Context: an optimization exercise on an open-source flow, tuned for small area and a short achievable clock period. The choices shown serve that exercise and are no tape-out recipe.
Where RTL was checked, it was by simulation tests only, not by an equivalence proof against the original.
Only the layout flow was run in runs 1 and 2; the RTL was not checked for function there.

==> flow/design.v, too long to show whole: its modules and the start of the top module <==
// module f_padd: 34 lines
// module f_pge: 9 lines
// module f_front: 17 lines
// module f_align: 10 lines
// module f_lzc: 28 lines
// module f_esub: 9 lines
// module f_norm: 21 lines
// module fadd1: 25 lines
// module fadd2: 30 lines
// module dly: 22 lines
// module fmulc: 46 lines
// module csa_m1: 270 lines
// module csa_m2: 224 lines
// module csa_m3: 306 lines
// module csa_m4: 332 lines
// module dct_core: 69 lines
module dct_core (
    input                clk,
    input                rst_n,
    input                start,
    input signed [255:0] a1,
    output               done,
    output       [255:0] final_output
);
  // ...
==> flow/flow/run.sh <==
#!/bin/bash
set -e
bash standard.sh BUFFER_PORTS_ARGS="-buffer_cell sky130_fd_sc_hd__buf_4" \
    SETUP_SLACK_MARGIN=6.6 finish > flow.log 2>&1
==> flow/standard.sh <==
#!/bin/bash
# synth_recipe.tcl (not shown) runs the flow's synth.tcl, then flattens the netlist and writes it again
# the make line also repeats each setting of config.mk as NAME=value (left out here)
make -C /OpenROAD-flow-scripts/flow DESIGN_CONFIG=/design/flow/config.mk WORK_HOME=/design/flow/orfs CLKGATE_MAP_FILE= SYNTH_SCRIPT=/design/flow/synth_recipe.tcl "${@:-finish}"
==> flow/config.mk <==
export PLATFORM = sky130hd
export DESIGN_NAME = dct_core
export DESIGN_NICKNAME = dct_core
export VERILOG_FILES = /design/flow/design.v
export SDC_FILE = /design/flow/constraint.sdc
export NUM_CORES = 8
export LEC_CHECK = 0
export ABC_AREA = 1
export CAP_MARGIN = 20
export CORE_MARGIN = 2
export CORE_UTILIZATION = 60
export CTS_CLUSTER_DIAMETER = 70
export CTS_CLUSTER_SIZE = 30
export PLACE_DENSITY = 0.72
export SLEW_MARGIN = 30
==> flow/constraint.sdc <==
create_clock -name core_clock -period 10.0 [get_ports {clk}]
set_input_delay 2.0000 -clock core_clock [delete_from_list [all_inputs] [get_ports {clk}]]
set_output_delay 2.0000 -clock core_clock [all_outputs]
set_load 0.01 [all_outputs]
==> summary.md, run 1 <==
| Metric | Value |
|---|---|
| Final worst path period share | 0.354 |
| Clock transition at path regs | 0.10 ns |
| Post-synth EDFFs | 0 |
| Synth Flop Type | dfxtp_1 |
| Most common cell in the netlist | nand2_1 |
| Final Net Count | 38586 |
| Status | timing/DRC/antenna clean |
| CTS buffer count | 304 |
| Post-Syn Instances | 35206 |
| Min-Delay Path Class | flip-flop to flip-flop |
| Post-synthesis mux area share | 0.0123 |
| Post-synth top cells | nand2_1 (7913), dfxtp_1 (5048), inv_1 (4370), nand3_1 (3487), nor2_1 (2216) |
| Logic inverters | 4624 |
| First-pass GRT wire length | 1240000 um |
| Largest family of logic cells by synthesized area | simple AND/OR/NAND/NOR gates |
| Simple-Gate Fraction of Synth Area | 0.231 |
| Post-CTS Setup Bufs | 186 |
| Detailed Routing Iterations Pass 1 | 9 |
| Worst Hold End | u_d01.c1.g_regs.s[2].r[3]$_DFF_P_ |
| Worst R2R Path Depth | 18 |
| Met3 Track Usage GR | 0.0510 |
| CP Max Fanout | 1 |
| Placed Cells | 40597 |
| Non-CTS buffers | 1167 |
| CTS H-Tree Depth | 5 |
| Share of cells above drive strength 1 | 0.104 |
| Gr usage total | 0.339 |
| Worst flop-to-flop path endpoint | u_c6.c1.g_regs.s[0].r[21]$_DFF_P_ |
| WL met1 | 331000 um |
| Largest cell class | multi-input combinational cells |
| CLK BUF | 326 |
| Largest registers | u_d01.c1.g_regs.s.r: 531 flops, dl_e.g_regs.s.r: 288 flops, dl_b7.g_regs.s.r: 256 flops |
| Metal2 WL | 374000 um |
| Initial DRC count | 23086 |
| TritonCTS clock tree | yes |
| Worst setup margin | 6.46 ns |
| CP max-delay cell | dfxtp_4 |
| Root buffer cell | clkbuf_16 |
| Mapped Area | 271000 um^2 |
==> run 2, diff against run 1 <==
==> flow/flow/run.sh (replaced) <==
#!/bin/bash
set -e
bash standard.sh BUFFER_PORTS_ARGS="-buffer_cell sky130_fd_sc_hd__buf_4" \
    SETUP_SLACK_MARGIN=0 synth floorplan > flow_floorplan.log 2>&1
bash standard.sh BUFFER_PORTS_ARGS="-buffer_cell sky130_fd_sc_hd__buf_4" \
    SETUP_SLACK_MARGIN=6.6 finish > flow.log 2>&1
--- a/flow/config.mk
+++ b/flow/config.mk
@@ -12,4 +12,4 @@
 export CTS_CLUSTER_DIAMETER = 70
 export CTS_CLUSTER_SIZE = 30
 export PLACE_DENSITY = 0.72
-export SLEW_MARGIN = 30
+export SLEW_MARGIN = 40
==> run 2 against run 1 <==
Effect of this change: global-route usage decreased by 0.063 points; die area unchanged; via count up 0.40%; wire length up 0.37%; sequential share of layout area about the same; final cell count increased by 0.14%; utilization about the same; sequential cell count did not move; count of clock-buffer cells in the layout fell by 3; largest cell class unchanged.
==> summary.md, run 2 <==
| Metric | Value |
|---|---|
| Status | timing/DRC/antenna clean (unchanged) |
| Sink Count | 5048 (unchanged) |
| Die height | 676 um (unchanged) |
| Gr usage total | 0.338 (was 0.339) |
| R2R Setup Slk | 6.63 ns (was 6.51 ns) |
| Synth top area cells | dfxtp_1 (37%), nand2_1 (11%), ha_1 (8.9%) (unchanged) |
| DP HPWL | 614000 um (was 616000 um) |
| Syn Nets | 38129 (unchanged) |
| Die Area | 456000 um^2 (unchanged) |
| Initial DRC count | 24009 (was 23086) |
| Placed Cells | 40592 (was 40597) |
| Clock latency on the worst-skew pair | 1.06 ns (about the same) |
| Layout fillers | 37893 (was 37705) |
| Min-Delay Path Class | flip-flop to flip-flop (unchanged) |
| Avg Inst Size Synth | 7.69 um^2 (unchanged) |
| CP Launch Type | flip-flop (unchanged) |
| FP Rows | 246 (unchanged) |
| R2R Path Start | u_e7.k3.g_regs.s[0].r[25]$_SDFF_PP0_ (was u_b46.c3.g_regs.s[0].r[18]$_SDFF_PP0_) |
| Clk_skew | 0.0713 ns (was 0.0835 ns) |
| Wire per inst | 19.6 um (was 19.5 um) |
| Fin crit period | 3.54 ns (about the same) |
| TritonCTS clock tree | yes (unchanged) |
| First-pass GRT wire length | 1230000 um (was 1240000 um) |
| Clock Tree Buf Depth | 4 (unchanged) |
| Max-Cap Viols | 0 (unchanged) |
| Maximum operating frequency | 282 MHz (about the same) |
| Synth area leader | dfxtp_1 (unchanged) |
| Final worst path period share | 0.354 (about the same) |
| Yosys warns | 18 (unchanged) |
| Post-synth EDFFs | 0 (unchanged) |
| Io pins | 516 (unchanged) |
| Hold Fails Final Rpt | 0 (unchanged) |
| RSZ-0062 raised after global routing | true (unchanged) |
| CP Max Fanout | 1 (unchanged) |
| Synth-to-layout area growth | 12.1% (about the same) |
| Worst hold path startpoint | dl_e.g_regs.s[1].r[37]$_DFF_P_ (was u_d01.c1.g_regs.s[1].r[3]$_DFF_P_) |
| Worst path cell trace | buf_6 (unchanged) |
| Post-Syn Instances | 35206 (unchanged) |
| CP max-delay cell | dfxtp_2 (was dfxtp_4) |
| Setup violations, final | 0 (unchanged) |
| Top cell type's share of synthesized area | 0.373 (unchanged) |
| Setup Crit Path Kind | flip-flop to primary output (unchanged) |
| Synth Flop Type | dfxtp_1 (unchanged) |
| Share of cells above drive strength 1 | 0.103 (was 0.104) |
| CP required | 8.00 ns (about the same) |
| Slew @ Worst Pin | 0.945 ns (was 1.15 ns) |
| Worst path max stage delay | 0.38 ns (about the same) |
| Vias in the first global route | 222304 (was 222651) |
| Post-Route WL | 822000 um (was 818000 um) |
| Routed via count | 238184 (was 237240) |
| Synth unique cells | 92 (unchanged) |
| Grt ovf | 0 (unchanged) |
| Starting Density | 0.603 (unchanged) |
| Largest register FFs | 531 (unchanged) |
| Final Net Count | 38642 (was 38586) |
| Detailed Routing Iterations Pass 1 | 12 (was 9) |
| Clock transition at path regs | 0.11 ns (was 0.10 ns) |
| Setup tns final | 0 ns (unchanged) |
| CTS buffer count | 306 (was 304) |
| Setup crit start | u_d01.c3.g_regs.s[0].r[9]$_SDFF_PP0_ (was u_d01.c3.g_regs.s[0].r[10]$_SDFF_PP0_) |
| Worst path arrival time | 1.54 ns (about the same) |
| Slew HR | 0.365 (was 0.224) |
| Largest registers | u_d01.c1.g_regs.s.r: 531 flops, dl_e.g_regs.s.r: 288 flops, dl_b7.g_regs.s.r: 256 flops (unchanged) |
| Final Max Tran Viols | 0 (unchanged) |
| Commonest cells after routing, fill and taps aside | nand2_1 (7790), dfxtp_1 (4595), inv_1 (4252) (was nand2_1 (7772), dfxtp_1 (4630), inv_1 (4221)) |
| Initial antenna violation count | 39 (was 50) |
| Most common cell in the netlist | nand2_1 (unchanged) |
| CTS H-Tree Depth | 5 (unchanged) |
| FF+latch count, synth | 5048 (unchanged) |
| Top delay family on crit path | flip-flops (unchanged) |
| IO Port Bufs | 515 (unchanged) |
| Post-synth top cells | nand2_1 (7913), dfxtp_1 (5048), inv_1 (4370), nand3_1 (3487), nor2_1 (2216) (unchanged) |
| Largest net degree at the start of global routing | 67 (unchanged) |
| GPL Wtd Cong | 1.02 (was 1.04) |
| DRC Markers | 0 (unchanged) |
| Buf+Inv Stages, Crit Path | 1 (unchanged) |
| Core area | 449000 um^2 (unchanged) |
| Root buffer cell | clkbuf_16 (unchanged) |
| Commonest non-fill, non-tap cell in the layout | nand2_1 (unchanged) |
| Final std cells w/o fill | 41923 (was 41865) |
| Largest Register | u_d01.c1.g_regs.s.r (unchanged) |
| Via/cell ratio | 5.68 (was 5.67) |
| Antenna-violating nets left | 0 (unchanged) |
| Critical Path End Type | primary output (unchanged) |
| Mapped Area | 271000 um^2 (unchanged) |
| Die X | 676 um (unchanged) |
| Sequential-to-total area share from yosys stat | 0.373 (unchanged) |
| Async SR Flop Fraction | 0 (unchanged) |
[run 2: cell count changes in the layout (fill, tap and decap cells not counted), sizes merged, moves of 4 or more]
| cell | before | now |
|---|---|---|
| buf | 1142 | 1186 |
| bufbuf | 5 | 1 |
| clkbuf | 346 | 352 |
| clkinv | 126 | 154 |
| clkinvlp | 132 | 143 |
| inv | 4564 | 4541 |
| nand2 | 8110 | 8106 |
[run 2: logic make-up (layout without fill, tap and decap cells)]
logic type                 count (synthesis)  count (layout)  synth area share
adders and majority gates               2664            2664             0.144
other                                      0              21                 0
and+or+nand+nor                        14666           14778             0.231
xor gates and xnor gates                1330            1330            0.0434
muxes                                    332             332            0.0123
AOI/OAI and AO/OA                       5404            5415             0.111
buffers and inverters                   5762            6383            0.0847
DFF                                     5048            5048             0.373
[run 2: metrics by stage]
step | util | worst slack (ns) | instance area [um^2] | hold WS, ns
after floorplan | - | 5.93 | 271000 | 0.310
after global placement | 0.617 | 4.83 | 277000 | 0.310
after detailed placement | 0.618 | 4.91 | 277000 | 0.312
after CTS | 0.658 | 6.40 | 295000 | 0.286
after global routing | 0.675 | 6.40 | 303000 | 0.285
final | 0.675 | 6.46 | 303000 | 0.281
[run 2: area by class of cell]
cell class	instances	area, um^2	share of cell area
Multi-Input combinational cell	24519	153000	0.503
Sequential cell	5048	102000	0.336
Inverter	4568	17900	0.0589
Timing Repair Buffer	1216	11400	0.0375
Clock buffer	323	7880	0.0260
Tap cell	5952	7450	0.0246
Clock inverter	216	3920	0.0129
Timing Repair inverter	60	358	0.00118
Antenna cell	21	52.6	0.000173
[run 2: per-layer routing]
layer,GRT usage,wire length [um],part of all wire,vias up
li1,-,-,-,115115
met1,0.430,332000,0.40,110132
met2,0.559,374000,0.46,10359
met3,0.0530,64300,0.078,2558
met4,0.171,50700,0.062,20
met5,0,148,0.00018,-
[run 2: path summary, 6_finish.rpt]
kind,depth (start not counted),endpoint
hold reg to reg,0,dl_e.g_regs.s[2].r[37]$_DFF_P_
setup reg to reg,14,u_f7.c1.g_regs.s[0].r[15]$_DFF_P_
setup / recovery,1,final_output[105]
hold / removal,0,dl_e.g_regs.s[2].r[37]$_DFF_P_
[run 2: repair_timing]
item,in CTS,in global routing
pin swaps,125,191
hold buffers,0,0
setup endpoints to repair,2068,1803
buffers inserted,188,369
cloned,119,95
gates resized for setup,1166,985
[run 2: worst register-to-register path, stage by stage, from the launching register on]
cell        delay (ns)
dfxtp_4           0.44
clkinvlp_4        0.23
ha_4              0.40
nand2_1           0.08
o21ai_0           0.43
nand2_1           0.11
o211ai_1          0.10
nand2_1           0.07
o21ai_0           0.13
xor2_1            0.44
nand4_4           0.29
inv_2             0.19
o21a_1            0.14
nand2_1           0.06
xor2_1            0.14
==> module f_align, before the edit <==
module f_align (
    input  [63:0] q,
    input         x,
    output [55:0] r
);
    wire [7:0]  d  = q[7:0];
    wire [23:0] ms = q[31:8];
    wire [23:0] sh = (|d[7:5]) ? 24'b0 : (ms >> d[4:0]);
    assign r = {q[63:32], sh ^ {24{x}}};
endmodule
==> module fadd1, before the edit <==
module fadd1 #(parameter [3:0] C = 4'b1110) (
    input         clk,
    input  [31:0] a,
    input  [31:0] b,
    output [31:0] y
);
    wire        comp;
    wire [63:0] q0, q1;
    wire [55:0] r1, r2;
    f_front f (.a(a[30:0]), .b(b[30:0]), .comp(comp), .q(q0));
    wire        sg1, x1;
    dly #(66, C[0]) c0 (clk, {comp ? a[31] : b[31], a[31] ^ b[31], q0}, {sg1, x1, q1});
    f_align al (.q(q1), .x(x1), .r(r1));
    wire        sg2, x2;
    dly #(58, C[1]) c1 (clk, {sg1, x1, r1}, {sg2, x2, r2});
    wire [25:0] sm;
    f_padd #(26) ad (.a({1'b0, r2[47:24], 1'b1}), .b({x2, r2[23:0], x2}), .s(sm));
    wire [24:0] m3;
    wire [7:0]  e3;
    wire        sg3;
    dly #(34, C[2]) c2 (clk, {sg2, r2[55:48], sm[25:1]}, {sg3, e3, m3});
    wire [31:0] y0;
    f_norm n (.s(sg3), .e(e3), .m(m3), .y(y0));
    dly #(32, C[3]) c3 (clk, y0, y);
endmodule
==> module fadd2, before the edit <==
module fadd2 #(parameter [3:0] C = 4'b1110, parameter D = 0) (
    input         clk,
    input  [31:0] a,
    input  [31:0] b,
    output [31:0] ya,
    output [31:0] ys
);
    wire        comp;
    wire [63:0] q0, q1;
    wire [55:0] r1, r2;
    f_front f (.a(a[30:0]), .b(b[30:0]), .comp(comp), .q(q0));
    wire        sa1, ss1, x1;
    dly #(67, C[0]) c0 (clk, {comp ? a[31] : b[31], comp ? a[31] : ~b[31], a[31] ^ b[31], q0},
                             {sa1, ss1, x1, q1});
    f_align al (.q(q1), .x(x1), .r(r1));
    wire        sa2, ss2, x2;
    dly #(59, C[1] + D) c1 (clk, {sa1, ss1, x1, r1}, {sa2, ss2, x2, r2});
    wire [23:0] ml = r2[47:24], mt = r2[23:0];
    wire [25:0] sa, sz;
    f_padd #(26) aa (.a({1'b0, ml, 1'b1}), .b({x2, mt, x2}), .s(sa));
    f_padd #(26) az (.a({1'b0, ml, 1'b1}), .b({~x2, ~mt, ~x2}), .s(sz));
    wire [24:0] ma3, ms3;
    wire [7:0]  e3;
    wire        sa3, ss3;
    dly #(60, C[2]) c2 (clk, {sa2, ss2, r2[55:48], sa[25:1], sz[25:1]}, {sa3, ss3, e3, ma3, ms3});
    wire [31:0] ya0, ys0;
    f_norm na (.s(sa3), .e(e3), .m(ma3), .y(ya0));
    f_norm ns (.s(ss3), .e(e3), .m(ms3), .y(ys0));
    dly #(64, C[3]) c3 (clk, {ya0, ys0}, {ya, ys});
endmodule
==> module dct_core, before the edit <==
module dct_core (
    input                clk,
    input                rst_n,
    input                start,
    input signed [255:0] a1,
    output               done,
    output       [255:0] final_output
);
localparam [3:0] CF = 4'b1111;
localparam [3:0] CA = 4'b1110;
localparam [2:0] CM = 3'b101;
function integer ones(input [3:0] c);
    ones = c[0] + c[1] + c[2] + c[3];
endfunction
localparam LF = ones(CF);
localparam LA = ones(CA);
localparam LM = ones({1'b0, CM});
localparam T1 = LF;           
localparam T2 = T1 + LA;      
localparam T3 = T2 + LA;      
localparam T4 = T3 + LM;      
localparam T5 = T4 + LA;      
localparam T6 = T5 + LA;      
localparam NEG = 32'h80000000;
wire [31:0] x0 = a1[255:224], x1 = a1[223:192], x2 = a1[191:160], x3 = a1[159:128];
wire [31:0] x4 = a1[127:96],  x5 = a1[95:64],   x6 = a1[63:32],   x7 = a1[31:0];
wire [31:0] b0, b1, b2, b3, b4, b5, b6, b7;
fadd2 #(CF) u_b07 (clk, x0, x7, b0, b7);
fadd2 #(CF) u_b13 (clk, x1, x6, b1, b3);
fadd2 #(CF) u_b46 (clk, x2, x5, b4, b6);
fadd2 #(CF) u_b52 (clk, x3, x4, b5, b2);
wire [31:0] c0, c1, c2, c3, c4, c5, c6;
fadd2 #(CA) u_c04 (clk, b0, b5, c0, c4);
fadd2 #(CA) u_c31 (clk, b1, b4, c3, c1);
fadd1 #(CA) u_c2  (clk, b2, b6, c2);
fadd1 #(CA) u_c5  (clk, b3, b7, c5);
fadd1 #(CA) u_c6  (clk, b3, b6, c6);
wire [31:0] d0, d1, d3, d4;
fadd2 #(CA, T6 - T3) u_d01 (clk, c0, c3, d0, d1);     
fadd1 #(CA) u_d3  (clk, c1, c4, d3);
fadd1 #(CA) u_d4  (clk, c2, c5 ^ NEG, d4);
wire [31:0] e2, e3, e4, e6, e7, e2i, e3i, e4i;
fmulc #(24'h8a8c15, 8'd126, 24'hec82f0, 0, CM) u_e2 (clk, c2, e2i);
fmulc #(24'hb50481, 8'd126, 24'hb50566, 0, CM) u_e3 (clk, c6, e3i);
fmulc #(24'ha73b64, 8'd127, 24'hc3f181, 2, CM) u_e4 (clk, c5, e4i);
fmulc #(24'hb50481, 8'd126, 24'hb50566, 0, CM) u_e6 (clk, d3, e6);
fmulc #(24'hc3f141, 8'd125, 24'ha73b9b, 0, CM) u_e7 (clk, d4, e7);
dly #(96, T4 - T2 - LM) dl_e (clk, {e2i, e3i, e4i}, {e2, e3, e4});
wire [31:0] b7d, c4d;
dly #(32, T4 - T1) dl_b7 (clk, b7, b7d);
dly #(32, T4 - T2) dl_c4 (clk, c4, c4d);
wire [31:0] f2, f3, f4, f5, f6, f7;
fadd2 #(CA, T6 - T5) u_f23 (clk, c4d, e6, f2, f3);     
fadd2 #(CA) u_f45 (clk, b7d, e3, f4, f5);
fadd1 #(CA) u_f6  (clk, e2, e7, f6);
fadd1 #(CA) u_f7  (clk, e4, e7, f7);
wire [31:0] y0, y1, y2, y3, y4, y5, y6, y7;
fadd2 #(CA) u_y17 (clk, f4, f7, y1, y7);
fadd2 #(CA) u_y53 (clk, f5, f6, y5, y3);
assign y0 = d0, y4 = d1;
assign y2 = f2, y6 = f3;
assign final_output = {y0, y1, y2, y3, y4, y5, y6, y7};
reg [T6-1:0] vld;
always @(posedge clk) begin
    if (rst_n) vld <= {T6{1'b0}};
    else       vld <= {vld[T6-2:0], start};
end
assign done = vld[T6-1];
endmodule
==> run 3, diff against run 2 <==
--- a/flow/design.v
+++ b/flow/design.v
@@ -61,12 +61,12 @@
 module f_align (
     input  [63:0] q,
     input         x,
-    output [55:0] r
+    output [54:0] r
 );
     wire [7:0]  d  = q[7:0];
     wire [23:0] ms = q[31:8];
     wire [23:0] sh = (|d[7:5]) ? 24'b0 : (ms >> d[4:0]);
-    assign r = {q[63:32], sh ^ {24{x}}};
+    assign r = {q[63:56], q[54:32], sh ^ {24{x}}};
 endmodule
 module f_lzc (
     input  [24:0] m,
@@ -134,19 +134,21 @@
 );
     wire        comp;
     wire [63:0] q0, q1;
-    wire [55:0] r1, r2;
+    wire [54:0] r1, r2;
     f_front f (.a(a[30:0]), .b(b[30:0]), .comp(comp), .q(q0));
     wire        sg1, x1;
     dly #(66, C[0]) c0 (clk, {comp ? a[31] : b[31], a[31] ^ b[31], q0}, {sg1, x1, q1});
     f_align al (.q(q1), .x(x1), .r(r1));
     wire        sg2, x2;
-    dly #(58, C[1]) c1 (clk, {sg1, x1, r1}, {sg2, x2, r2});
+    dly #(57, C[1]) c1 (clk, {sg1, x1, r1}, {sg2, x2, r2});
+    wire [7:0]  el = r2[54:47];
+    wire [23:0] ml = {|el, r2[46:24]};
     wire [25:0] sm;
-    f_padd #(26) ad (.a({1'b0, r2[47:24], 1'b1}), .b({x2, r2[23:0], x2}), .s(sm));
+    f_padd #(26) ad (.a({1'b0, ml, 1'b1}), .b({x2, r2[23:0], x2}), .s(sm));
     wire [24:0] m3;
     wire [7:0]  e3;
     wire        sg3;
-    dly #(34, C[2]) c2 (clk, {sg2, r2[55:48], sm[25:1]}, {sg3, e3, m3});
+    dly #(34, C[2]) c2 (clk, {sg2, el, sm[25:1]}, {sg3, e3, m3});
     wire [31:0] y0;
     f_norm n (.s(sg3), .e(e3), .m(m3), .y(y0));
     dly #(32, C[3]) c3 (clk, y0, y);
@@ -160,22 +162,23 @@
 );
     wire        comp;
     wire [63:0] q0, q1;
-    wire [55:0] r1, r2;
+    wire [54:0] r1, r2;
     f_front f (.a(a[30:0]), .b(b[30:0]), .comp(comp), .q(q0));
     wire        sa1, ss1, x1;
     dly #(67, C[0]) c0 (clk, {comp ? a[31] : b[31], comp ? a[31] : ~b[31], a[31] ^ b[31], q0},
                              {sa1, ss1, x1, q1});
     f_align al (.q(q1), .x(x1), .r(r1));
     wire        sa2, ss2, x2;
-    dly #(59, C[1] + D) c1 (clk, {sa1, ss1, x1, r1}, {sa2, ss2, x2, r2});
-    wire [23:0] ml = r2[47:24], mt = r2[23:0];
+    dly #(58, C[1] + D) c1 (clk, {sa1, ss1, x1, r1}, {sa2, ss2, x2, r2});
+    wire [7:0]  el = r2[54:47];
+    wire [23:0] ml = {|el, r2[46:24]}, mt = r2[23:0];
     wire [25:0] sa, sz;
     f_padd #(26) aa (.a({1'b0, ml, 1'b1}), .b({x2, mt, x2}), .s(sa));
     f_padd #(26) az (.a({1'b0, ml, 1'b1}), .b({~x2, ~mt, ~x2}), .s(sz));
     wire [24:0] ma3, ms3;
     wire [7:0]  e3;
     wire        sa3, ss3;
-    dly #(60, C[2]) c2 (clk, {sa2, ss2, r2[55:48], sa[25:1], sz[25:1]}, {sa3, ss3, e3, ma3, ms3});
+    dly #(60, C[2]) c2 (clk, {sa2, ss2, el, sa[25:1], sz[25:1]}, {sa3, ss3, e3, ma3, ms3});
     wire [31:0] ya0, ys0;
     f_norm na (.s(sa3), .e(e3), .m(ma3), .y(ya0));
     f_norm ns (.s(ss3), .e(e3), .m(ms3), .y(ys0));
@@ -1422,19 +1425,19 @@
 fadd2 #(CA, T6 - T3) u_d01 (clk, c0, c3, d0, d1);     
 fadd1 #(CA) u_d3  (clk, c1, c4, d3);
 fadd1 #(CA) u_d4  (clk, c2, c5 ^ NEG, d4);
-wire [31:0] e2, e3, e4, e6, e7, e2i, e3i, e4i;
+wire [31:0] e2, e4, e6, e7, e2i, e3i, e4i;
 fmulc #(24'h8a8c15, 8'd126, 24'hec82f0, 0, CM) u_e2 (clk, c2, e2i);
 fmulc #(24'hb50481, 8'd126, 24'hb50566, 0, CM) u_e3 (clk, c6, e3i);
 fmulc #(24'ha73b64, 8'd127, 24'hc3f181, 2, CM) u_e4 (clk, c5, e4i);
 fmulc #(24'hb50481, 8'd126, 24'hb50566, 0, CM) u_e6 (clk, d3, e6);
 fmulc #(24'hc3f141, 8'd125, 24'ha73b9b, 0, CM) u_e7 (clk, d4, e7);
-dly #(96, T4 - T2 - LM) dl_e (clk, {e2i, e3i, e4i}, {e2, e3, e4});
-wire [31:0] b7d, c4d;
-dly #(32, T4 - T1) dl_b7 (clk, b7, b7d);
+dly #(64, T4 - T2 - LM) dl_e (clk, {e2i, e4i}, {e2, e4});
+wire [31:0] b7e, c4d;
+dly #(32, T2 + LM - T1) dl_b7 (clk, b7, b7e);
 dly #(32, T4 - T2) dl_c4 (clk, c4, c4d);
 wire [31:0] f2, f3, f4, f5, f6, f7;
 fadd2 #(CA, T6 - T5) u_f23 (clk, c4d, e6, f2, f3);     
-fadd2 #(CA) u_f45 (clk, b7d, e3, f4, f5);
+fadd2 #(CA, T4 - T2 - LM) u_f45 (clk, b7e, e3i, f4, f5);     
 fadd1 #(CA) u_f6  (clk, e2, e7, f6);
 fadd1 #(CA) u_f7  (clk, e4, e7, f7);
 wire [31:0] y0, y1, y2, y3, y4, y5, y6, y7;
--- a/flow/config.mk
+++ b/flow/config.mk
@@ -8,8 +8,8 @@
 export ABC_AREA = 1
 export CAP_MARGIN = 20
 export CORE_MARGIN = 2
-export CORE_UTILIZATION = 60
+export CORE_UTILIZATION = 55
 export CTS_CLUSTER_DIAMETER = 70
 export CTS_CLUSTER_SIZE = 30
-export PLACE_DENSITY = 0.72
+export PLACE_DENSITY = 0.68
 export SLEW_MARGIN = 40
==> run 3 against run 2 <==
Effect of this change: register-to-register slack worse by 0.04 ns; hold slack better by 0.013 ns; largest cell class unchanged; sequential cell count down 51; count of clock-buffer cells in the layout up 22; utilization down 5.3 points; final area down 0.17%.
==> summary.md, run 3 <==
| Metric | Value |
|---|---|
| Status | timing/DRC/antenna clean (unchanged) |
| Clock Tree Buf Depth | 4 (unchanged) |
| Largest net degree at the start of global routing | 113 (was 67) |
| Die Area | 495000 um^2 (was 456000 um^2) |
| Top cell type's share of synthesized area | 0.371 (was 0.373) |
| Wire per inst | 19.3 um (was 19.6 um) |
| TritonCTS clock tree | yes (unchanged) |
| Worst path max stage delay | 0.37 ns (was 0.38 ns) |
| Synth top area cells | dfxtp_1 (37%), nand2_1 (11%), ha_1 (8.9%) (unchanged) |
| RSZ-0062 raised after global routing | true (unchanged) |
| Maximum operating frequency | 287 MHz (was 282 MHz) |
| Layout fillers | 43855 (was 37893) |
| Synth unique cells | 95 (was 92) |
| Hold Fails Final Rpt | 0 (unchanged) |
| CTS H-Tree Depth | 5 (unchanged) |
| Final worst path period share | 0.349 (was 0.354) |
| Clk_skew | 0.0612 ns (was 0.0713 ns) |
| GPL Wtd Cong | 1.01 (was 1.02) |
| Syn Nets | 38137 (was 38129) |
| Clock transition at path regs | 0.10 ns (was 0.11 ns) |
| FF+latch count, synth | 4997 (was 5048) |
| Largest register FFs | 522 (was 531) |
| Post-synth EDFFs | 0 (unchanged) |
| Vias in the first global route | 219365 (was 222304) |
| Post-Route WL | 816000 um (was 822000 um) |
| CTS buffer count | 330 (was 306) |
| Async SR Flop Fraction | 0 (unchanged) |
| Sequential-to-total area share from yosys stat | 0.371 (was 0.373) |
| CP required | 8.00 ns (about the same) |
| Busiest grt layer | met2 (unchanged) |
| DP HPWL | 625000 um (was 614000 um) |
| Avg Inst Size Synth | 7.65 um^2 (was 7.69 um^2) |
| Clock latency on the worst-skew pair | 1.03 ns (was 1.06 ns) |
| Commonest non-fill, non-tap cell in the layout | nand2_1 (unchanged) |
| FP Rows | 256 (was 246) |
| Critical Path End Type | primary output (unchanged) |
| Largest registers | u_d01.c1.g_regs.s.r: 522 flops, u_f23.c1.g_regs.s.r: 232 flops, u_f45.c1.g_regs.s.r: 232 flops (was u_d01.c1.g_regs.s.r: 531 flops, dl_e.g_regs.s.r: 288 flops, dl_b7.g_regs.s.r: 256 flops) |
| Root buffer cell | clkbuf_16 (unchanged) |
| Met3 Track Usage GR | 0.0462 (was 0.0530) |
| Initial DRC count | 19978 (was 24009) |
| Mapped Area | 269000 um^2 (was 271000 um^2) |
| Yosys warns | 17 (was 18) |
| Fin crit period | 3.49 ns (was 3.54 ns) |
| Sink Count | 4997 (was 5048) |
| CP max-delay cell | dfxtp_2 (unchanged) |
| Io pins | 516 (unchanged) |
| Post-Syn Instances | 35213 (was 35206) |
| Max-Cap Viols | 0 (unchanged) |
| CP Launch Type | flip-flop (unchanged) |
| Core area | 487000 um^2 (was 449000 um^2) |
| Synth Flop Type | dfxtp_1 (unchanged) |
| Setup Crit Path Kind | flip-flop to primary output (unchanged) |
| Met2 Use GR | 0.516 (was 0.559) |
| Synth-to-layout area growth | 12.4% (was 12.1%) |
| Worst path cell trace | buf_6 (unchanged) |
| Commonest cells after routing, fill and taps aside | nand2_1 (7754), dfxtp_1 (4591), inv_1 (4268) (was nand2_1 (7790), dfxtp_1 (4595), inv_1 (4252)) |
| Initial antenna violation count | 28 (was 39) |
| Setup tns final | 0 ns (unchanged) |
| Top delay family on crit path | flip-flops (unchanged) |
| Final Max Tran Viols | 0 (unchanged) |
| CP Max Fanout | 1 (unchanged) |
| Min-Delay Path Class | flip-flop to flip-flop (unchanged) |
| Die height | 704 um (was 676 um) |
| DRC Markers | 0 (unchanged) |
| Slew HR | 0.333 (was 0.365) |
| Grt ovf | 0 (unchanged) |
| Final Net Count | 38587 (was 38642) |
| Starting Density | 0.553 (was 0.603) |
| IO Port Bufs | 515 (unchanged) |
| Detailed Routing Iterations Pass 1 | 9 (was 12) |
| Share of cells above drive strength 1 | 0.100 (was 0.103) |
| Most common cell in the netlist | nand2_1 (unchanged) |
| Setup violations, final | 0 (unchanged) |
| Slew @ Worst Pin | 0.996 ns (was 0.945 ns) |
| Antenna-violating nets left | 0 (unchanged) |
| Buf+Inv Stages, Crit Path | 1 (unchanged) |
| First-pass GRT wire length | 1240000 um (was 1230000 um) |
| Largest Register | u_d01.c1.g_regs.s.r (unchanged) |
| Post-synth top cells | nand2_1 (7858), dfxtp_1 (4997), inv_1 (4382), nand3_1 (3493), nor2_1 (2347) (was nand2_1 (7913), dfxtp_1 (5048), inv_1 (4370), nand3_1 (3487), nor2_1 (2216)) |
| Die X | 704 um (was 676 um) |
| Synth area leader | dfxtp_1 (unchanged) |
| Via/cell ratio | 5.50 (was 5.68) |
| Met1 global-route usage | 0.406 (was 0.430) |
| Worst path arrival time | 1.49 ns (was 1.54 ns) |
| Gr usage total | 0.315 (was 0.338) |
| Routed via count | 232998 (was 238184) |
## run 3: routing by layer
metal  part of all wire  vias up
met4              0.061       16
met5            0.00014        -
met1               0.42   107786
met3              0.069     1976
li1                   -   114937
met2               0.45     8283
## run 3: area by class of cell
type	count	area, um^2	share of cell area
well taps	6450	8070	0.0266
repair buffers	1168	11500	0.0378
clock inverters	245	4050	0.0134
inverters	4582	17900	0.0591
clock buffers	345	8450	0.0279
repair inverters	56	334	0.00110
multi-input cells	24528	152000	0.502
flip-flops and latches	4997	101000	0.332
diodes	9	22.5	0.0000744
## run 3: worst paths after layout
check	start	to	slack, ns	cells after the start
setup / recovery	u_d01.c3.g_regs.s[0].r[59]$_SDFF_PP0_	final_output[251]	6.51	1
hold / removal	u_d01.c1.g_regs.s[0].r[15]$_DFF_P_	u_d01.c1.g_regs.s[1].r[15]$_DFF_P_	0.29	0
setup reg to reg	u_b13.c2.g_regs.s[0].r[49]$_DFF_P_	u_b13.c3.g_regs.s[0].r[38]$_SDFF_PP0_	6.59	15
hold reg to reg	u_d01.c1.g_regs.s[0].r[15]$_DFF_P_	u_d01.c1.g_regs.s[1].r[15]$_DFF_P_	0.29	0
## run 3: kinds of logic after synthesis
logic type,Yosys count,synth area share
AO/OA/AOI/OAI,5443,0.113
buffers and inverters,5770,0.0843
multiplexers,333,0.0124
AND/OR/NAND/NOR,14674,0.231
adder cells (fa/ha/maj),2665,0.145
flip-flops,4997,0.371
XOR/XNOR,1331,0.0436
## run 3: timing repair
action	CTS	global route
hold buffers	0	0
gates resized for setup	1166	975
setup buffers	185	259
gates cloned	117	63
endpoints found under the hold margin	0	0
pin swaps	130	179
setup endpoints to repair	2022	1861
## run 3: metrics by stage
step | area, um^2 | hold WS [ns] | setup WS [ns] | utilization | std cells
6_report | 303000 | 0.294 | 6.51 | 0.622 | 42380
5_1_grt | 303000 | 0.288 | 6.45 | 0.622 | 42372
4_1_cts | 297000 | 0.285 | 6.42 | 0.609 | 42049
3_5_place_dp | 277000 | 0.312 | 4.88 | 0.570 | 41157
3_3_place_gp | 277000 | 0.310 | 4.67 | 0.569 | 41154
2_1_floorplan | 269000 | 0.310 | 5.93 | - | 35213
==> run 4, diff against run 3 <==
--- a/flow/config.mk
+++ b/flow/config.mk
@@ -8,8 +8,8 @@
 export ABC_AREA = 1
 export CAP_MARGIN = 20
 export CORE_MARGIN = 2
-export CORE_UTILIZATION = 55
+export CORE_UTILIZATION = 60
 export CTS_CLUSTER_DIAMETER = 70
 export CTS_CLUSTER_SIZE = 30
-export PLACE_DENSITY = 0.68
+export PLACE_DENSITY = 0.72
 export SLEW_MARGIN = 40
==> run 4 against run 3 <==
Effect of this change: final cell count decreased by 1.2%; count of clock-buffer cells in the layout decreased by 31; sequential cell count unchanged; final area decreased by 0.41%; die area decreased by 8.3%; non-clock buffer count increased by 31; hold slack got worse by 0.0035 ns; via count increased by 1.3%; critical path depth unchanged; largest cell class unchanged; highest routed layer unchanged.
==> summary.md, run 4 <==
| Metric | Value |
|---|---|
| Status | timing/DRC/antenna clean (unchanged) |
| CP required | 8.00 ns (about the same) |
| Busiest grt layer | met2 (unchanged) |
| Layout fillers | 38012 (was 43855) |
| Final Net Count | 38587 (unchanged) |
| FP Rows | 246 (was 256) |
| Synth unique cells | 95 (unchanged) |
| Gr usage total | 0.336 (was 0.315) |
| IO Port Bufs | 515 (unchanged) |
| FF+latch count, synth | 4997 (unchanged) |
| Clk_skew | 0.0722 ns (was 0.0612 ns) |
| Setup tns final | 0 ns (unchanged) |
| Setup violations, final | 0 (unchanged) |
| Met3 Track Usage GR | 0.0537 (was 0.0462) |
| CTS H-Tree Depth | 5 (unchanged) |
| TritonCTS clock tree | yes (unchanged) |
| Avg Inst Size Synth | 7.65 um^2 (unchanged) |
| GPL Wtd Cong | 1.03 (was 1.01) |
| Max-Cap Viols | 0 (unchanged) |
| Buf+Inv Stages, Crit Path | 1 (unchanged) |
| Worst path arrival time | 1.53 ns (was 1.49 ns) |
| Met2 Use GR | 0.559 (was 0.516) |
| Setup Crit Path Kind | flip-flop to primary output (unchanged) |
| Die Area | 454000 um^2 (was 495000 um^2) |
| Grt ovf | 0 (unchanged) |
| Min-Delay Path Class | flip-flop to flip-flop (unchanged) |
| Final Max Tran Viols | 0 (unchanged) |
| DRC Markers | 0 (unchanged) |
| Maximum operating frequency | 283 MHz (was 287 MHz) |
| Synth Flop Type | dfxtp_1 (unchanged) |
| Post-Route WL | 806000 um (was 816000 um) |
| DP HPWL | 609000 um (was 625000 um) |
| Final instance area | 302000 um^2 (was 303000 um^2) |
| Synth-to-layout area growth | 12.0% (was 12.4%) |
| Largest registers | u_d01.c1.g_regs.s.r: 522 flops, u_f23.c1.g_regs.s.r: 232 flops, u_f45.c1.g_regs.s.r: 232 flops (unchanged) |
| Slew @ Worst Pin | 0.918 ns (was 0.996 ns) |
| Post-synth top cells | nand2_1 (7858), dfxtp_1 (4997), inv_1 (4382), nand3_1 (3493), nor2_1 (2347) (unchanged) |
| CP max-delay cell | dfxtp_4 (was dfxtp_2) |
| Initial antenna violation count | 30 (was 28) |
| Sink Count | 4997 (unchanged) |
| Worst path cell trace | buf_6 (unchanged) |
| Yosys warns | 17 (unchanged) |
| Root buffer cell | clkbuf_16 (unchanged) |
| Async SR Flop Fraction | 0 (unchanged) |
| Placed inst area | 277000 um^2 (about the same) |
| Commonest non-fill, non-tap cell in the layout | nand2_1 (unchanged) |
| Commonest cells after routing, fill and taps aside | nand2_1 (7745), dfxtp_1 (4603), inv_1 (4272) (was nand2_1 (7754), dfxtp_1 (4591), inv_1 (4268)) |
| Die X | 674 um (was 704 um) |
| Antenna-violating nets left | 0 (unchanged) |
| FF+latch area | 101000 um^2 (about the same) |
| Hold Fails Final Rpt | 0 (unchanged) |
| Via/cell ratio | 5.64 (was 5.50) |
| Synth area leader | dfxtp_1 (unchanged) |
| Largest net degree at the start of global routing | 113 (unchanged) |
| Fin crit period | 3.53 ns (was 3.49 ns) |
| Sequential-to-total area share from yosys stat | 0.371 (unchanged) |
| Largest Register | u_d01.c1.g_regs.s.r (unchanged) |
| Clock Tree Buf Depth | 4 (unchanged) |
| Met1 global-route usage | 0.424 (was 0.406) |
| Io pins | 516 (unchanged) |
| Final worst path period share | 0.353 (was 0.349) |
| Worst path max stage delay | 0.40 ns (was 0.37 ns) |
| CP Max Fanout | 1 (unchanged) |
| Syn Nets | 38137 (unchanged) |
| RSZ-0062 raised after global routing | true (unchanged) |
| Most common cell in the netlist | nand2_1 (unchanged) |
| Mapped Area | 269000 um^2 (unchanged) |
| Share of cells above drive strength 1 | 0.0990 (was 0.100) |
| Vias in the first global route | 221541 (was 219365) |
| Critical Path End Type | primary output (unchanged) |
| First-pass GRT wire length | 1220000 um (was 1240000 um) |
| Clock latency on the worst-skew pair | 1.03 ns (about the same) |
| Synth top area cells | dfxtp_1 (37%), nand2_1 (11%), ha_1 (8.9%) (unchanged) |
| CP Launch Type | flip-flop (unchanged) |
| Slew HR | 0.381 (was 0.333) |
| Post-Syn Instances | 35213 (unchanged) |
| Multi-input gate area | 152000 um^2 (about the same) |
| Post-synth EDFFs | 0 (unchanged) |
| Routed via count | 236013 (was 232998) |
| Wire per inst | 19.3 um (about the same) |
| CTS buffer count | 300 (was 330) |
| Top cell type's share of synthesized area | 0.371 (unchanged) |
| Core area | 448000 um^2 (was 487000 um^2) |
| Initial DRC count | 22026 (was 19978) |
| Largest register FFs | 522 (unchanged) |
| Top delay family on crit path | flip-flops (unchanged) |
| Starting Density | 0.601 (was 0.553) |
| Post-CTS Hold Fix Bufs | 0 (unchanged) |
| Clock transition at path regs | 0.10 ns (about the same) |
| Detailed Routing Iterations Pass 1 | 10 (was 9) |
| Die height | 674 um (was 704 um) |
## run 4: changes by cell type in the layout (fill, tap and decap cells not counted), sizes merged
cell / before / now
bufinv: 3 / 15
clkbuf: 362 / 344
nand3: 3516 / 3518
clkdlybuf4s15: 1 / 0
bufbuf: 13 / 11
clkinvlp: 136 / 132
nand2: 8012 / 8011
o21ai: 2357 / 2355
diode: 9 / 19
buf: 1137 / 1158
inv: 4601 / 4569
clkinv: 143 / 135
## run 4: worst paths after layout
path                                               from                                   end  slack [ns]  depth (start not counted)
hold reg to reg      u_d01.c1.g_regs.s[1].r[30]$_DFF_P_    u_d01.c1.g_regs.s[2].r[30]$_DFF_P_        0.29                          0
hold / removal       u_d01.c1.g_regs.s[1].r[30]$_DFF_P_    u_d01.c1.g_regs.s[2].r[30]$_DFF_P_        0.29                          0
setup / recovery  u_f23.c3.g_regs.s[0].r[48]$_SDFF_PP0_                     final_output[176]        6.47                          1
setup reg to reg     u_y53.c2.g_regs.s[0].r[15]$_DFF_P_  u_y53.c3.g_regs.s[0].r[3]$_SDFF_PP0_        6.63                         19
## run 4: logic make-up after synthesis
logic type	after synthesis	synth area share
and+or+nand+nor	14674	0.231
adders and majority gates	2665	0.145
AOI/OAI and AO/OA	5443	0.113
DFF	4997	0.371
buffers and inverters	5770	0.0843
muxes	333	0.0124
xor gates and xnor gates	1331	0.0436
## run 4: routing by layer
layer,part of all wire,vias up
li1,-,114888
met1,0.40,109214
met2,0.46,9622
met3,0.075,2263
met4,0.061,26
met5,0.00060,-
## run 4: layout make-up
cell class / instances / share of cell area
clock buffer: 314 / 0.0257
tap: 5952 / 0.0247
clock inverter: 213 / 0.0128
timing repair buffer: 1199 / 0.0388
antenna: 19 / 0.000158
inverter: 4582 / 0.0595
sequential: 4997 / 0.334
multi-input combinational: 24527 / 0.504
timing repair inverter: 56 / 0.00108
## run 4: worst register-to-register path: stages (launching register included)
cell,delay (ns)
dfxtp_1,0.39
nor2_2,0.17
nand3_2,0.12
nor2_2,0.17
nand2_4,0.14
inv_6,0.14
o21ai_2,0.11
nand2_2,0.14
inv_1,0.06
buf_6,0.17
ha_1,0.33
nor2_1,0.05
o21ai_0,0.09
a211oi_1,0.06
nand3_1,0.18
inv_1,0.08
nor2_2,0.10
buf_6,0.17
clkinvlp_2,0.37
a21oi_1,0.26
## run 4: timing repair
| action | in CTS | in global routing |
|---|---|---|
| resized for setup | 1123 | 996 |
| endpoints found under the setup margin | 2047 | 1842 |
| pin swaps | 118 | 174 |
| setup buffers | 185 | 302 |
| cloned | 115 | 68 |
## run 4: metrics by stage
step | setup slack, ns | hold slack (ns) | util | std cells
after floorplan | 5.93 | 0.310 | - | 35213
after global placement | 4.45 | 0.310 | 0.617 | 40640
after detailed placement | 4.91 | 0.312 | 0.618 | 40642
after CTS | 6.38 | 0.273 | 0.658 | 41469
after global routing | 6.42 | 0.267 | 0.673 | 41846
final | 6.47 | 0.291 | 0.673 | 41859
==> run 5, diff against run 4 <==
--- a/flow/config.mk
+++ b/flow/config.mk
@@ -5,7 +5,7 @@
 export SDC_FILE = /design/flow/constraint.sdc
 export NUM_CORES = 8
 export LEC_CHECK = 0
-export ABC_AREA = 1
+export ABC_AREA = 0
 export CAP_MARGIN = 20
 export CORE_MARGIN = 2
 export CORE_UTILIZATION = 60
==> run 5 against run 4 <==
Effect of this change: final area rose by 14%; sequential share of layout area fell by 3.8 points; non-clock buffer count rose by 1951; sequential cell count did not move; wire length rose by 13%; hold slack improved by 0.00072 ns; final cell count fell by 8.2%; fmax fell by 11%; critical endpoint is now u_y17.c1.g_regs.s[0].r[4]$_DFF_P_; largest cell class unchanged.
==> summary.md, run 5 <==
| Metric | Value |
|---|---|
| Status | timing/DRC/antenna clean (unchanged) |
| Final Max Tran Viols | 0 (unchanged) |
| Io pins | 516 (unchanged) |
| Post-Route WL | 915000 um (was 806000 um) |
| Slew HR | 0.264 (was 0.381) |
| Worst path arrival time | 4.91 ns (was 1.53 ns) |
| Synth Flop Type | dfxtp_1 (unchanged) |
| Final Net Count | 35095 (was 38587) |
| Vias in the first global route | 226416 (was 221541) |
| Commonest cells after routing, fill and taps aside | dfxtp_1 (4187), nor2_1 (2467), inv_1 (2197) (was nand2_1 (7745), dfxtp_1 (4603), inv_1 (4272)) |
| Setup tns final | 0 ns (unchanged) |
| Die height | 678 um (was 674 um) |
| Top delay family on crit path | compound AO/OA/AOI/OAI gates (was flip-flops) |
| Syn Nets | 32991 (was 38137) |
| RSZ-0062 raised after global routing | true (unchanged) |
| Hold Fails Final Rpt | 0 (unchanged) |
| Metal2 WL | 415000 um (was 370000 um) |
| CP Max Fanout | 8 (was 1) |
| Max-Cap Viols | 0 (unchanged) |
| Clk_skew | 0.0660 ns (was 0.0722 ns) |
| DRC Markers | 0 (unchanged) |
| Worst path max stage delay | 0.63 ns (was 0.40 ns) |
| Adder-Cell Fraction of Synth Area | 0.143 (was 0.145) |
| Post-Syn Instances | 30067 (was 35213) |
| Simple-Gate Fraction of Synth Area | 0.134 (was 0.231) |
| Grt ovf | 0 (unchanged) |
| Worst flop-to-flop path endpoint | u_y17.c1.g_regs.s[0].r[4]$_DFF_P_ (was u_y53.c3.g_regs.s[0].r[3]$_SDFF_PP0_) |
| Setup violations, final | 0 (unchanged) |
| Min-Delay Path Class | flip-flop to flip-flop (unchanged) |
| Largest register FFs | 522 (unchanged) |
| Async SR Flop Fraction | 0 (unchanged) |
| GPL Wtd Cong | 1.00 (was 1.03) |
| Root buffer cell | clkbuf_16 (unchanged) |
| TritonCTS clock tree | yes (unchanged) |
| Synth unique cells | 138 (was 95) |
| Detailed Routing Iterations Pass 1 | 13 (was 10) |
| Slew @ Worst Pin | 1.09 ns (was 0.918 ns) |
| Setup crit start | u_f7.c3.g_regs.s[0].r[18]$_SDFF_PP0_ (was u_f23.c3.g_regs.s[0].r[48]$_SDFF_PP0_) |
| Mapped Area | 272000 um^2 (was 269000 um^2) |
| Worst hold path startpoint | dl_b7.g_regs.s[0].r[29]$_DFF_P_ (was u_d01.c1.g_regs.s[1].r[30]$_DFF_P_) |
| R2R Path Start | u_f7.c3.g_regs.s[0].r[18]$_SDFF_PP0_ (was u_y53.c2.g_regs.s[0].r[15]$_DFF_P_) |
| Placed Cells | 35407 (was 40642) |
| Initial DRC count | 24804 (was 22026) |
| Gr usage total | 0.361 (was 0.336) |
| Antenna-violating nets left | 0 (unchanged) |
| Die X | 678 um (was 674 um) |
| Avg Inst Size Synth | 9.06 um^2 (was 7.65 um^2) |
| Clock Tree Buf Depth | 4 (unchanged) |
| Post-synth EDFFs | 0 (unchanged) |
| CP required | 10.93 ns (was 8.00 ns) |
| Maximum operating frequency | 251 MHz (was 283 MHz) |
| Met3 Routed Length | 77200 um (was 60800 um) |
| R2R Setup Slk | 6.01 ns (was 6.63 ns) |
| Buf+Inv Stages, Crit Path | 3 (was 1) |
| Final std cells w/o fill | 38421 (was 41859) |
| Critical Path End Type | flip-flop (was primary output) |
| CTS buffer count | 306 (was 300) |
| Synth Area in Compound Gates | 0.176 (was 0.113) |
| Synth area leader | dfxtp_1 (unchanged) |
| FP Rows | 247 (was 246) |
| IO Port Bufs | 515 (unchanged) |
| Synth-to-layout area growth | 26.4% (was 12.0%) |
| Worst path cell trace | inv_1 -> ha_1 -> o21ai_0 -> o21a_1 -> o21ai_4 -> buf_4 -> a311oi_1 -> a311o_1 -> a22o_1 -> a222oi_1 -> buf_4 -> nor3_1 -> a211oi_2 -> xnor2_1 (was buf_6) |
| Initial antenna violation count | 62 (was 30) |
| XOR/XNOR Fraction of Synth Area | 0.0520 (was 0.0436) |
| Die Area | 460000 um^2 (was 454000 um^2) |
| CP max-delay cell | dfxtp_1 (was dfxtp_4) |
| Post-synth top cells | dfxtp_1 (4997), nor2_1 (2695), inv_1 (2422), nand2_1 (2187), ha_1 (1917) (was nand2_1 (7858), dfxtp_1 (4997), inv_1 (4382), nand3_1 (3493), nor2_1 (2347)) |
| Largest family of logic cells by synthesized area | compound AO/OA/AOI/OAI gates (was simple AND/OR/NAND/NOR gates) |
| Starting Density | 0.602 (was 0.601) |
| Wire per inst | 23.8 um (was 19.3 um) |
| Setup Crit Path Kind | flip-flop to flip-flop (was flip-flop to primary output) |
| Commonest non-fill, non-tap cell in the layout | dfxtp_1 (was nand2_1) |
| Largest net degree at the start of global routing | 116 (was 113) |
| Yosys warns | 17 (unchanged) |
| Clock latency on the worst-skew pair | 1.04 ns (was 1.03 ns) |
| Routed via count | 241217 (was 236013) |
| Most common cell in the netlist | dfxtp_1 (was nand2_1) |
| WL met1 | 353000 um (was 326000 um) |
| Synth top area cells | dfxtp_1 (37%), ha_1 (8.8%), fa_1 (5.5%) (was dfxtp_1 (37%), nand2_1 (11%), ha_1 (8.9%)) |
| Post-synthesis mux area share | 0.0722 (was 0.0124) |
| Largest Register | u_d01.c1.g_regs.s.r (unchanged) |
| DP HPWL | 611000 um (was 609000 um) |
| CP Launch Type | flip-flop (unchanged) |
| Core area | 452000 um^2 (was 448000 um^2) |
| FF+latch count, synth | 4997 (unchanged) |
| Number of cells on the critical path | 14 (was 1) |
| Largest registers | u_d01.c1.g_regs.s.r: 522 flops, u_f23.c1.g_regs.s.r: 232 flops, u_f45.c1.g_regs.s.r: 232 flops (unchanged) |
| Sequential-to-total area share from yosys stat | 0.367 (was 0.371) |
| Worst R2R Path Depth | 14 (was 19) |
| Via/cell ratio | 6.28 (was 5.64) |
| Share of cells above drive strength 1 | 0.264 (was 0.0990) |
| Top cell type's share of synthesized area | 0.367 (was 0.371) |
| Top cell by count, worst path | buf_4 |
| Final worst path period share | 0.399 (was 0.353) |
| Sink Count | 4997 (unchanged) |
| CTS H-Tree Depth | 5 (unchanged) |
| Critical Path End | u_y17.c1.g_regs.s[0].r[4]$_DFF_P_ (was final_output[176]) |
| Fin crit period | 3.99 ns (was 3.53 ns) |
| Top Layer Used | met5 (unchanged) |
| Clock transition at path regs | 0.10 ns (about the same) |
| First-pass GRT wire length | 1330000 um (was 1220000 um) |
[run 5: cell count changes in the layout (fill, tap and decap cells not counted), moves of 416 or more]
cell,delta
mux2i_1,+736
nand3_1,-2844
dfxtp_1,-416
o21ai_0,-967
buf_4,+1290
nand2_1,-5698
xor2_1,-618
xnor2_1,+765
inv_1,-2075
[run 5: cell type report]
class,instances,area (um^2)
Tap cell,5976,7480
Inverter,2456,9820
Multi-Input combinational cell,21245,182000
Timing Repair Buffer,3150,32100
Clock buffer,330,7970
Clock inverter,206,3430
Fill cell,30536,108000
Timing Repair inverter,15,78.8
Antenna cell,46,115
Sequential cell,4997,102000
[run 5: cell families after synthesis]
logic type | Yosys count
mux | 1754
compound gates | 7148
xor+xnor | 1616
simple gates | 7971
fa+ha+maj | 2665
flops | 4997
buf+inv | 3916
[run 5: timing repair]
item                        CTS  global route
hold buffers                  0             0
gates resized for setup    4423          2433
buffers inserted           1279           862
pin swaps                  1192          1449
setup endpoints to repair  2202          1878
cloned                      219            72
[run 5: worst min-delay path by stage]
stage | endpoint | depth (start not counted)
after floorplan | dl_b7.g_regs.s[1].r[0]$_DFF_P_ | 0
after global placement | u_d01.c1.g_regs.s[6].r[56]$_DFF_P_ | 0
after detailed placement | dl_b7.g_regs.s[1].r[19]$_DFF_P_ | 0
after CTS | dl_b7.g_regs.s[1].r[29]$_DFF_P_ | 0
after global routing | dl_b7.g_regs.s[1].r[15]$_DFF_P_ | 0
final | dl_b7.g_regs.s[1].r[29]$_DFF_P_ | 0
[run 5: through the flow]
step / utilization / hold slack [ns] / setup slack (ns) / cell area, um^2
after floorplan: - / 0.310 / 5.07 / 272000
after global placement: 0.621 / 0.310 / 4.32 / 281000
after detailed placement: 0.622 / 0.312 / 4.35 / 282000
after CTS: 0.719 / 0.274 / 6.19 / 325000
after global routing: 0.761 / 0.286 / 5.91 / 344000
final: 0.761 / 0.291 / 6.01 / 344000
[run 5: routing by layer]
metal / vias up / global-route usage
met4: 22 / 0.213
met3: 3978 / 0.0609
met1: 114311 / 0.454
li1: 109706 / -
met5: - / 0
met2: 13200 / 0.584
==> run 6, diff against run 5 <==
==> flow/flow/run.sh (replaced) <==
#!/bin/bash
set -e
bash standard.sh BUFFER_PORTS_ARGS="-buffer_cell sky130_fd_sc_hd__buf_4" \
    SETUP_SLACK_MARGIN=0 synth floorplan > flow_floorplan.log 2>&1
bash standard.sh BUFFER_PORTS_ARGS="-buffer_cell sky130_fd_sc_hd__buf_4" \
    SETUP_SLACK_MARGIN=6.7 finish > flow.log 2>&1
--- a/flow/config.mk
+++ b/flow/config.mk
@@ -5,7 +5,7 @@
 export SDC_FILE = /design/flow/constraint.sdc
 export NUM_CORES = 8
 export LEC_CHECK = 0
-export ABC_AREA = 0
+export ABC_AREA = 1
 export CAP_MARGIN = 20
 export CORE_MARGIN = 2
 export CORE_UTILIZATION = 60
==> run 6 against run 5 <==
Effect of this change: still clean; synthesized area fell by 1.2%; sequential cell count did not move; final area fell by 11%; first-iteration DRC count fell by 8.4%; via count fell by 1.3%; sequential share of layout area rose by 3.4 points; critical endpoint is now final_output[176]; largest cell class unchanged.
==> summary.md, run 6 <==
| Metric | Value |
|---|---|
| Status | timing/DRC/antenna clean (unchanged) |
| Worst R2R Path Depth | 20 (was 14) |
| Setup Slack @ Placement | 4.91 ns (was 4.35 ns) |
| Die height | 674 um (was 678 um) |
| CP max-delay cell | dfxtp_4 (was dfxtp_1) |
| Sink Count | 4997 (unchanged) |
| Mapped Area | 269000 um^2 (was 272000 um^2) |
| Initial DRC count | 22719 (was 24804) |
| Wire per inst | 19.5 um (was 23.8 um) |
| CP Launch Type | flip-flop (unchanged) |
| R2R Path Start | u_y53.c2.g_regs.s[0].r[49]$_DFF_P_ (was u_f7.c3.g_regs.s[0].r[18]$_SDFF_PP0_) |
| Hold Path Depth | 0 (unchanged) |
| Worst path cell trace | buf_6 (was inv_1 -> ha_1 -> o21ai_0 -> o21a_1 -> o21ai_4 -> buf_4 -> a311oi_1 -> a311o_1 -> a22o_1 -> a222oi_1 -> buf_4 -> nor3_1 -> a211oi_2 -> xnor2_1) |
| Grt ovf | 0 (unchanged) |
| Sequential-to-total area share from yosys stat | 0.371 (was 0.367) |
| Setup tns final | 0 ns (unchanged) |
| Busiest grt layer | met2 (unchanged) |
| Worst path arrival time | 1.54 ns (was 4.91 ns) |
| Largest register FFs | 522 (unchanged) |
| Worst hold path startpoint | u_d01.c1.g_regs.s[1].r[30]$_DFF_P_ (was dl_b7.g_regs.s[0].r[29]$_DFF_P_) |
| Clock Tree Buf Depth | 4 (unchanged) |
| Largest registers | u_d01.c1.g_regs.s.r: 522 flops, u_f23.c1.g_regs.s.r: 232 flops, u_f45.c1.g_regs.s.r: 232 flops (unchanged) |
| Synth Flop Type | dfxtp_1 (unchanged) |
| Root buffer cell | clkbuf_16 (unchanged) |
| FF+latch area | 101000 um^2 (was 102000 um^2) |
| FF+latch count, synth | 4997 (unchanged) |
| Min-Delay Path Class | flip-flop to flip-flop (unchanged) |
| Maximum operating frequency | 282 MHz (was 251 MHz) |
| Post-synth EDFFs | 0 (unchanged) |
| CTS buffer count | 300 (was 306) |
| Antenna-violating nets left | 0 (unchanged) |
| R2R Setup Slk | 6.69 ns (was 6.01 ns) |
| Slew HR | 0.389 (was 0.264) |
| First-pass GRT wire length | 1230000 um (was 1330000 um) |
| CTS H-Tree Depth | 5 (unchanged) |
| Clk_skew | 0.0726 ns (was 0.0660 ns) |
| Post-Route WL | 818000 um (was 915000 um) |
| Worst flop-to-flop path endpoint | u_y53.c3.g_regs.s[0].r[61]$_SDFF_PP0_ (was u_y17.c1.g_regs.s[0].r[4]$_DFF_P_) |
| Setup Crit Path Kind | flip-flop to primary output (was flip-flop to flip-flop) |
| Commonest non-fill, non-tap cell in the layout | nand2_1 (was dfxtp_1) |
| Synth top area cells | dfxtp_1 (37%), nand2_1 (11%), ha_1 (8.9%) (was dfxtp_1 (37%), ha_1 (8.8%), fa_1 (5.5%)) |
| Hold Fails Final Rpt | 0 (unchanged) |
| Starting Density | 0.601 (was 0.602) |
| Share of cells above drive strength 1 | 0.116 (was 0.264) |
| Multi-input gate area | 154000 um^2 (was 182000 um^2) |
| Final std cells w/o fill | 42055 (was 38421) |
| Met1 global-route usage | 0.424 (was 0.454) |
| Final Max Tran Viols | 0 (unchanged) |
| Worst Hold End | u_d01.c1.g_regs.s[2].r[30]$_DFF_P_ (was dl_b7.g_regs.s[1].r[29]$_DFF_P_) |
| Top cell type's share of synthesized area | 0.371 (was 0.367) |
| Met3 Track Usage GR | 0.0555 (was 0.0609) |
| Gr usage total | 0.338 (was 0.361) |
| Post-Syn Instances | 35213 (was 30067) |
| Vias in the first global route | 222912 (was 226416) |
| Routed via count | 238081 (was 241217) |
| Max-Cap Viols | 0 (unchanged) |
| TritonCTS clock tree | yes (unchanged) |
| Final worst path period share | 0.354 (was 0.399) |
| Io pins | 516 (unchanged) |
| Placed inst area | 277000 um^2 (was 282000 um^2) |
| Async SR Flop Fraction | 0 (unchanged) |
| Final instance area | 306000 um^2 (was 344000 um^2) |
| DP HPWL | 609000 um (was 611000 um) |
| Clock transition at path regs | 0.10 ns (about the same) |
| Synth-to-layout area growth | 13.6% (was 26.4%) |
| Syn Nets | 38137 (was 32991) |
| Commonest cells after routing, fill and taps aside | nand2_1 (7665), dfxtp_1 (4556), inv_1 (4246) (was dfxtp_1 (4187), nor2_1 (2467), inv_1 (2197)) |
| FP Rows | 246 (was 247) |
| CP required | 8.00 ns (was 10.93 ns) |
| Via/cell ratio | 5.66 (was 6.28) |
| Fin crit period | 3.54 ns (was 3.99 ns) |
| Clock latency on the worst-skew pair | 1.03 ns (was 1.04 ns) |
| Detailed Routing Iterations Pass 1 | 9 (was 13) |
| Met2 Use GR | 0.562 (was 0.584) |
| Initial antenna violation count | 30 (was 62) |
| Final Net Count | 38789 (was 35095) |
| IO Port Bufs | 515 (unchanged) |
| Setup violations, final | 0 (unchanged) |
| Synth unique cells | 95 (was 138) |
| Die X | 674 um (was 678 um) |
| DRC Markers | 0 (unchanged) |
| Die Area | 454000 um^2 (was 460000 um^2) |
| Critical Path End Type | primary output (was flip-flop) |
| GPL Wtd Cong | 1.03 (was 1.00) |
| Layout fillers | 37439 (was 30536) |
| Worst path max stage delay | 0.40 ns (was 0.63 ns) |
| Buf+Inv Stages, Crit Path | 1 (was 3) |
| Avg Inst Size Synth | 7.65 um^2 (was 9.06 um^2) |
| Yosys warns | 17 (unchanged) |
| Placed Cells | 40642 (was 35407) |
| Slew @ Worst Pin | 0.907 ns (was 1.09 ns) |
| Core area | 448000 um^2 (was 452000 um^2) |
| Synth area leader | dfxtp_1 (unchanged) |
| Worst setup margin | 6.46 ns (was 6.01 ns) |
| Top delay family on crit path | flip-flops (was compound AO/OA/AOI/OAI gates) |
| CP Max Fanout | 1 (was 8) |
| Most common cell in the netlist | nand2_1 (was dfxtp_1) |
| Post-synth top cells | nand2_1 (7858), dfxtp_1 (4997), inv_1 (4382), nand3_1 (3493), nor2_1 (2347) (was dfxtp_1 (4997), nor2_1 (2695), inv_1 (2422), nand2_1 (2187), ha_1 (1917)) |
| Largest net degree at the start of global routing | 113 (was 116) |
| RSZ-0062 raised after global routing | true (unchanged) |
| Largest Register | u_d01.c1.g_regs.s.r (unchanged) |
-- run 6: changes by cell type after synthesis, sizes merged, moves of 264 or more --
cell    change
xor2      +614
inv      +2104
nor2      -301
nand3    +2808
a211oi    -447
buf       +264
nor3      -283
mux2i     -902
o21ai     +831
clkbuf    -536
nand2    +5761
a21o      -380
mux2      -393
xnor2     -899
-- run 6: layer usage --
metal  share of wire  up-vias  routed length, um
met1            0.40   110131             329000
met2            0.46    10161             375000
met4           0.064       22              52200
li1                -   115346                  -
met3           0.076     2421              62400
met5         0.00018        -                148
-- run 6: cells by family (layout without fill, tap and decap cells) --
group	count (synthesis)	in the layout	share of synthesized area
AO/OA/AOI/OAI	5443	5451	0.113
flip-flops	4997	4997	0.371
AND/OR/NAND/NOR	14674	14764	0.231
other	0	13	0
XOR/XNOR	1331	1331	0.0436
adder cells (fa/ha/maj)	2665	2665	0.145
buffers and inverters	5770	6549	0.0843
multiplexers	333	333	0.0124
-- run 6: through the flow --
stage,utilization,hold slack [ns]
floorplan,-,0.310
global placement,0.617,0.310
detailed placement,0.618,0.312
CTS,0.661,0.273
global route,0.683,0.269
finish,0.683,0.296
-- run 6: layout make-up --
class / instances / share of cell area
clock buffers: 314 / 0.0253
multi-input cells: 24544 / 0.504
repair inverters: 61 / 0.00116
repair buffers: 1379 / 0.0441
clock inverters: 213 / 0.0126
flip-flops and latches: 4997 / 0.329
well taps: 5952 / 0.0243
inverters: 4582 / 0.0589
diodes: 13 / 0.000106
-- run 6: how the worst max path moves through the flow --
stage / startpoint / endpoint / slack (ns) / cells after the start
final: u_f23.c3.g_regs.s[0].r[48]$_SDFF_PP0_ / final_output[176] / 6.46 / 1
after global routing: u_f23.c3.g_regs.s[0].r[47]$_SDFF_PP0_ / final_output[175] / 6.42 / 1
after CTS: u_f23.c3.g_regs.s[0].r[47]$_SDFF_PP0_ / final_output[175] / 6.38 / 1
after detailed placement: a1[97] / u_b52.c0.g_regs.s[0].r[56]$_DFF_P_ / 4.91 / 13
after global placement: u_f6.c2.g_regs.s[0].r[24]$_DFF_P_ / u_f6.c3.g_regs.s[0].r[5]$_SDFF_PP0_ / 4.45 / 15
after floorplan: a1[183] / u_b46.c0.g_regs.s[0].r[65]$_DFF_P_ / 5.93 / 11
-- run 6: repair_timing --
item | CTS | global route
setup buffers | 258 | 392
hold buffers | 0 | 0
cloned | 134 | 88
gates resized for setup | 1350 | 1368
endpoints found under the setup margin | 2224 | 1942
pin swaps | 157 | 331

## re-timing with driven ports
In the flow no input, the clock included, has a driving cell. The finished layouts below were timed again as built, in two steps.
Step 1: set_driving_cell puts a clkbuf_16 on clk and a buf_2 on each other input, an assumption about the parent block.
Step 2 adds t to the input delays and takes it off the output delays; t is the mean of the earliest and latest rising clock arrival at the registers after step 1. Input paths then give back, and output paths get back, about the clock's delay inside the block.
a / b / c = ideal / step 1 / step 2; a / b = the first two.
run	t (ns)	slack for setup (ns)	cell pins on the clock port's net
run 1	1.155	6.459 / 6.327 / 5.727	1
run 2	1.161	6.456 / 6.325 / 5.655	1
run 3	1.127	6.510 / 6.377 / 5.606	1
run 4	1.120	6.467 / 6.339 / 5.626	1
run 5	1.143	6.015 / 6.015 / 5.226	1
run 6	1.133	6.457 / 6.324 / 5.692	1
After both steps setup and hold are still met in every run listed. For run 3, which loses most, drivers alone change the setup slack by -0.133 ns; drivers and shift together by -0.904 ns.
